From an optimization exercise on the open Yosys and OpenROAD flow, aimed at small area, a short achievable clock period and few clock cycles per item; shortcuts taken in it are not production practice. No run shown here included a check of the RTL's function; only the layout flow was run.

==> flow/design.v, too long to show whole: its modules and the start of the top module <==
// module cordic_final: 1320 lines
// module cf_fa: 4 lines
// module cf_ha: 4 lines
module cordic_final (
    input  wire        clk,
    input  wire        rst_n,
    input  wire        start,
    input  wire [31:0] x_in,
    input  wire        func_select,
    output wire        busy,
    output reg         done,
    output wire [32:0] result
);
  // ...
==> flow/run.sh <==
#!/bin/bash
# synth_recipe.tcl (not shown) runs the flow's synth.tcl, then flattens the netlist and writes it again
# the make line also repeats each setting of config.mk as NAME=value (left out here)
make -C /OpenROAD-flow-scripts/flow DESIGN_CONFIG=/design/flow/config.mk WORK_HOME=/design/flow/orfs CLKGATE_MAP_FILE= SYNTH_SCRIPT=/design/flow/synth_recipe.tcl finish
==> flow/config.mk <==
export PLATFORM = sky130hd
export DESIGN_NAME = cordic_final
export DESIGN_NICKNAME = cordic_final
export VERILOG_FILES = /design/flow/design.v
export SDC_FILE = /design/flow/constraint.sdc
export NUM_CORES = 4
export LEC_CHECK = 0
export CAP_MARGIN = 20
export CORE_MARGIN = 2
export CORE_UTILIZATION = 40
export SLEW_MARGIN = 20
==> flow/constraint.sdc <==
create_clock -name core_clock -period 12.0 [get_ports {clk}]
set_input_delay 2.4000 -clock core_clock [delete_from_list [all_inputs] [get_ports {clk}]]
set_output_delay 2.4000 -clock core_clock [all_outputs]
set_load 0.01 [all_outputs]
==> results.cfg, run 1 <==
[finish]
area_growth_pct = 8.29
multiInputGateArea_mm2 = 0.0304
clockBufferCount = 68
dominant_cells = multi-input combinational cells

[sta]
final-setup-viol-count = 0
period_share_pct = 64.8
hold_slack_ps = 324
fin_setup_tns_ps = 0
period_needed_ps = 7770

[critical_path]
crit_path_frequent_cell = o21ai_0
critical_path.startpoint = fs0$_DFF_P_
required_ps = 12520
crit_buf_inv = 3
worstPathArrival_ps = 8300

[logic_synthesis]
synthAdderAreaFrac_pct = 32.7
ys_types = 98
synth_compound_area_share_pct = 20.5
syn-cell-area_mm2 = 0.0403
ys_ff_latch = 391

[drt]
vias = 31000
drc = 0

[status]
status = timing/DRC/antenna clean

[place]
gp_congestion = 0.870
dp.cells = 5707

[global_routing]
grt_start_max_net_pins = 67
grt_usage_pct = 17.9
met1_usage_pct = 23.4
use_met3_pct = 2.22
antenna_found_initial = 0

[cts]
holdBufCountCts = 0
insertion_delay_ps = 620

[run]
drv_cap = 0

[min_path]
holdPathStages = 0
==> run 2: changes to the inputs <==
--- a/flow/config.mk
+++ b/flow/config.mk
@@ -8,4 +8,5 @@
 export CAP_MARGIN = 20
 export CORE_MARGIN = 2
 export CORE_UTILIZATION = 40
+export SETUP_SLACK_MARGIN = 5
 export SLEW_MARGIN = 20
==> run 2 against run 1 <==
Effect of this change: still clean on timing, DRC and antenna; die area did not move; non-clock buffer count is 31 higher; sequential cell count is the same; clock-buffer cell count did not move; critical path type unchanged; critical endpoint is now res[14]$_DFF_P_; largest cell class unchanged.
==> results.cfg, run 2 <==
[sta]
maxSlewHeadroom_pct = 34.4
period_needed_ps = 6590
grt_setup_unrepaired = true
tightest_slew_ps = 958
drv_slew = 0
final-setup-viol-count = 0
period_share_pct = 55.0
clock_skew_ps = 47.8
finalHoldViolCount = 0
fin_setup_tns_ps = 0
timing.final.ws_setup_ps = 5410
fmax_mhz = 152

[logic_synthesis]
yosysSeqAreaShare_pct = 19.5
syn_avg_cell_area_um2 = 8.93
yosys-top-cells-area = dfxtp_1, fa_1, ha_1
ys_types = 98
async_flop_share_pct = 2.30
synthTopCellsByCount = ha_1, dfxtp_1, fa_1
ys_ff_latch = 391
syn-cell-area_mm2 = 0.0403
synth_area_leader_cell = dfxtp_1
synthCells = 4507
yosysTopAreaCellShare_pct = 19.0
synth_flop_cell = dfxtp_1
yosysMostFrequentCell = ha_1
yosysWarnings = 1
synth_edf_count = 0

[floorplanning]
num_rows = 116
die-area_mm2 = 0.103
chipHeight_um = 321
chipWidth_um = 321
ioPinCount = 71
core_mm2 = 0.100
initial_core_util_pct = 40.3

[cts]
cts_tree = yes
clock_sinks = 391
root_buffer = clkbuf_16
insertion_delay_ps = 630
cts_max_level = 2
holdBufCountCts = 0
cts_buffers = 47
clk_pin_slew_worst_paths_ps = 60
cts_buffer_depth = 3

[run]
drv_cap = 0

[finish]
fin_cells = 5825
final_common_cell = ha_1
post-route-util_pct = 44.1
fillers = 9680
largest_register_ff_count = 30
area_growth_pct = 9.52
max_flop_register = Sr
n_antenna_cell = 0
drive_above_1_share_pct = 5.74
reg_top3 = Sr: 30 flops, z4r: 17 flops
layout.nets = 5346
final_cell_mix = ha_1, dfxtp_1, fa_1

[critical_path]
cp-end-kind = register
critical_path.startpoint = cf8[2]$_DFF_P_
critPathMaxStageDelay_ps = 640
cp_max_fo = 23
critPathKind = register to register
r2r-start = cf8[2]$_DFF_P_
worstPathArrival_ps = 7070
crit_path_cell_trace = clkinvlp_4 -> buf_4 -> o311a_1 -> o22ai_1 -> fa_1 -> fa_1 -> fa_1 -> fa_1 -> fa_1 -> ha_1 -> inv_1 -> a21oi_1 -> o21a_1 -> o221ai_2 -> o211ai_1 -> a31oi_2 -> o21bai_1 -> a21oi_2 -> or2_2 -> o221a_2
start_kind = register
path_delay_family = adder cells
crit_path_frequent_cell = fa_1
crit_buf_inv = 3
required_ps = 12480
critPathSlowestCell = dfxtp_2

[place]
gp_congestion = 0.870
preCtsSetupSlack_ps = 4230
hpwl_um = 71800
dp.cells = 5707
port-buffer-count = 53

[global_routing]
grt_usage_pct = 17.9
grt_pass1_vias = 30400
grt_start_max_net_pins = 67
overflow = 0
grt_pass1_wl_um = 154000
antenna_found_initial = 0

[drt]
routedWlPerCell_um = 15.9
antenna_left = 0
wl_um = 92400
via_per_inst = 5.36
vias = 31200
first_iter_violations = 1686
first_pass_iters = 5
drc = 0

[status]
status = timing/DRC/antenna clean

[min_path]
hold_path_startpoint = dq4[5]$_DFF_P_
hold_path_class = register to register
-- run 2: Yosys stat by module, one instance, submodules excluded --
module	flip-flops and latches	area (um^2)
cordic_final	391	34100
cf_fa	0	20.0
-- run 2: path summary, 6_finish.rpt --
kind | end | slack, ps | depth (start not counted)
worst max-delay path | res[14]$_DFF_P_ | 5410 | 20
worst min-delay path | dq5[5]$_DFF_P_ | 320 | 0
worst max register to register | res[14]$_DFF_P_ | 5410 | 20
worst min register to register | dq5[5]$_DFF_P_ | 320 | 0
max in group asynchronous | vq[1]$_DFF_PN0_ | 9610 | 1
min in group asynchronous | vq[4]$_DFF_PN0_ | 2110 | 1
-- run 2: area by class of cell --
type                            instances  area (um^2)  share of cell area (%)
Multi-Input combinational cell       3617        30600                    69.5
Sequential cell                       391         7900                    17.9
Tap cell                             1298         1620                    3.68
Clock buffer                           68         1360                    3.08
Inverter                              309         1190                    2.70
Timing Repair Buffer                  123         1070                    2.43
Clock inverter                         19          325                   0.738
-- run 2: routing by layer --
layer / vias to the layer above / global-route usage [%] / share of wire (%)
met4: 0 / 4.28 / 2.2
met1: 14700 / 23.5 / 46
met3: 125 / 2.22 / 4.0
li1: 15800 / - / -
met5: - / 0 / 0
met2: 575 / 31.1 / 48
-- run 2: through the flow --
| step | hold slack [ps] | area (um^2) |
|---|---|---|
| 2_1_floorplan | 310 | 40300 |
| 3_3_place_gp | 310 | 41900 |
| 3_5_place_dp | 312 | 41900 |
| 4_1_cts | 326 | 43700 |
| 5_1_grt | 329 | 44100 |
| 6_report | 324 | 44100 |
-- run 2: what timing repair did --
item / CTS / global route
setup buffers: 1 / 30
setup endpoints to repair: 17 / 28
gates resized for setup: 22 / 81
pin swaps: 0 / 4
-- run 2: logic make-up (layout without fill, tap and decap cells) --
logic type / count (synthesis) / count (layout) / synth area share, %
adder cells (fa/ha/maj): 851 / 851 / 32.7
XOR/XNOR: 380 / 380 / 8.30
flip-flops: 391 / 391 / 19.5
buffers and inverters: 501 / 519 / 4.89
multiplexers: 44 / 44 / 1.12
AND/OR/NAND/NOR: 1085 / 1085 / 12.9
AO/OA/AOI/OAI: 1253 / 1253 / 20.5
other: 2 / 4 / 0.0186
==> run 3: changes to the inputs <==
==> flow/flow/run.sh (new file) <==
#!/bin/bash
set -euo pipefail
bash standard.sh SETUP_SLACK_MARGIN=8 finish > standard_flow.log 2>&1
==> flow/standard.sh (new file) <==
#!/bin/bash
# synth_recipe.tcl (not shown) runs the flow's synth.tcl, then flattens the netlist and writes it again
# the make line also repeats each setting of config.mk as NAME=value (left out here)
make -C /OpenROAD-flow-scripts/flow DESIGN_CONFIG=/design/flow/config.mk WORK_HOME=/design/flow/orfs CLKGATE_MAP_FILE= SYNTH_SCRIPT=/design/flow/synth_recipe.tcl "${@:-finish}"
--- a/flow/config.mk
+++ b/flow/config.mk
@@ -8,5 +8,4 @@
 export CAP_MARGIN = 20
 export CORE_MARGIN = 2
 export CORE_UTILIZATION = 40
-export SETUP_SLACK_MARGIN = 5
 export SLEW_MARGIN = 20
removed: flow/run.sh
==> run 3 against run 2 <==
Effect of this change: via count up 13%; die area unchanged; critical path depth up 14; global-route usage up 2.8 points; synthesized cell count unchanged; sequential cell count unchanged; area after synthesis unchanged; first-iteration DRC count up 13%; wire length up 23%.
==> results.cfg, run 3 <==
[status]
status = timing/DRC/antenna clean

[logic_synthesis]
synthCells = 4507
synth_flop_cell = dfxtp_1
yosysSeqAreaShare_pct = 19.5
yosysWarnings = 1
yosys-top-cells-area = dfxtp_1, fa_1, ha_1
ys_types = 98
ys_ff_latch = 391
syn-cell-area_mm2 = 0.0403
yosysMostFrequentCell = ha_1
synthTopCellsByCount = ha_1, dfxtp_1, fa_1
synth_area_leader_cell = dfxtp_1
async_flop_share_pct = 2.30
yosysTopAreaCellShare_pct = 19.0
syn_avg_cell_area_um2 = 8.93
synth_edf_count = 0

[floorplanning]
initial_core_util_pct = 40.3
core_mm2 = 0.100
num_rows = 116
die-area_mm2 = 0.103
chipHeight_um = 321
chipWidth_um = 321
ioPinCount = 71

[place]
gp_congestion = 0.880
port-buffer-count = 53
preCtsSetupSlack_ps = 4740
hpwl_um = 73500

[critical_path]
required_ps = 12530
worstPathArrival_ps = 6700
critPathKind = register to register
cp-end-kind = register
r2r-start = fs0$_DFF_P_
start_kind = register
r2r_slack_ps = 5840
critical_path.startpoint = fs0$_DFF_P_
rr_endpoint = z4r[14]$_DFF_P_
critPathMaxStageDelay_ps = 360
cp_max_fo = 9
crit_buf_inv = 4
cp.depth = 34
path_delay_family = compound AO/OA/AOI/OAI gates
crit_path_frequent_cell = o21ai_2
endpoint = z4r[14]$_DFF_P_
rr_worst_depth = 34
critPathSlowestCell = fa_2

[sta]
clock_skew_ps = 62.8
finalHoldViolCount = 0
period_needed_ps = 6160
fin_setup_tns_ps = 0
hold_slack_ps = 300
tightest_slew_ps = 1230
final-setup-viol-count = 0
drv_slew = 0
grt_setup_unrepaired = true
timing.final.ws_setup_ps = 5840
fmax_mhz = 162
maxSlewHeadroom_pct = 18.2
period_share_pct = 51.4

[min_path]
hold_path_class = register to register

[drt]
antenna_left = 0
wl_um = 114000
drc = 0
vias = 35300
routedWlPerCell_um = 17.4
first_iter_violations = 1902
first_pass_iters = 8
via_per_inst = 5.43

[global_routing]
grt_pass1_vias = 34900
grt_start_max_net_pins = 53
grt_usage_pct = 20.7
grt_pass1_wl_um = 176000
overflow = 0
antenna_found_initial = 0

[finish]
area_growth_pct = 38.3
largest_register_ff_count = 30
final_common_cell = buf_4
reg_top3 = Sr: 30 flops, z4r: 17 flops
drive_above_1_share_pct = 33.9
fillers = 8335
max_flop_register = Sr
final_cell_mix = buf_4, ha_1, dfxtp_1
layout.nets = 6026
n_antenna_cell = 0
post-route-util_pct = 55.7

[cts]
cts_tree = yes
cts_buffers = 48
clk_pin_slew_worst_paths_ps = 80
root_buffer = clkbuf_16
clock_sinks = 391
cts_max_level = 2
holdBufCountCts = 0
cts_buffer_depth = 3
insertion_delay_ps = 650

[run]
drv_cap = 0
run 3: worst min-delay path by stage:
stage	start	slack, ps	cells past startpoint	endpoint
global route	cf4[3]$_DFF_P_	320	0	cf5[3]$_DFF_P_
finish	cf4[3]$_DFF_P_	300	0	cf5[3]$_DFF_P_
CTS	cf4[3]$_DFF_P_	300	0	cf5[3]$_DFF_P_
global placement	fs4$_DFF_P_	310	0	fs5$_DFF_P_
detailed placement	cf7[3]$_DFF_P_	310	0	cf8[3]$_DFF_P_
floorplan	dq3[7]$_SDFF_PP0_	310	0	dq4[7]$_DFF_P_
run 3: per-layer routing:
metal	vias to the layer above	GRT usage (%)	share of wire, %
li1	17100	-	-
met1	17100	25.9	42
met2	900	36.8	50
met3	231	2.57	4.3
met4	0	6.74	3.4
met5	-	0	0
run 3: timing repair:
action	4_1_cts	5_1_grt
resized for setup	648	418
setup endpoints to repair	228	209
endpoints found under the hold margin	0	0
setup buffers	554	151
cloned	8	1
pin swaps	475	411
run 3: cell type report:
type | instances | area (um^2) | share of cell area (%)
Clock buffer | 68 | 1390 | 2.49
Clock inverter | 20 | 214 | 0.384
Inverter | 309 | 1290 | 2.32
Multi-Input combinational cell | 3617 | 35700 | 64.1
Sequential cell | 391 | 8050 | 14.5
Tap cell | 1298 | 1620 | 2.92
Timing Repair Buffer | 802 | 7420 | 13.3
run 3: logic make-up (layout without fill, tap and decap cells):
logic type / count (synthesis) / in the layout / share of synthesized area [%]
compound gates: 1253 / 1253 / 20.5
simple gates: 1085 / 1085 / 12.9
fa+ha+maj: 851 / 851 / 32.7
buf+inv: 501 / 1199 / 4.89
flops: 391 / 391 / 19.5
xor+xnor: 380 / 380 / 8.30
mux: 44 / 44 / 1.12
other cells: 2 / 4 / 0.0186
run 3: per-stage QoR:
step	instances	cell area (um^2)
CTS	6353	52500
global route	6505	55700
detailed placement	5703	43700
global placement	5703	43700
finish	6505	55700
floorplan	4509	42300
run 3: Yosys stat by module (local to each module, per instance):
module / flip-flops and latches / cells inside
cordic_final: 391 / 4199
cf_fa: 0 / 1

what the ideal ports hide:
The flow's constraints put no driver on any port. The routed layouts listed below were extracted and timed again, unchanged, in two steps. Step 1: set_driving_cell puts a clkbuf_16 on clk and a buf_2 on each other input, an assumption about the parent block. Step 2 also shifts input and output timing later by t, the mid clock arrival at the registers, as if the neighbouring blocks saw the same clock. a / b / c = no drivers / after step 1 / after step 2; a / b = the first two.
| run | shift t [ns] | setup WS [ns] | clock arrival spread, ns | slew at the worst register clock pin (ns) |
|---|---|---|---|---|
| run 1 | 0.668 | 4.226 / 4.226 / 4.226 | 0.048 / 0.048 | 0.06 / 0.06 |
| run 2 | 0.668 | 5.406 / 5.406 / 5.406 | 0.049 / 0.049 | 0.06 / 0.06 |
| run 3 | 0.683 | 5.836 / 5.836 / 5.836 | 0.075 / 0.075 | 0.08 / 0.08 |
After both steps setup and hold are still met in every run listed.
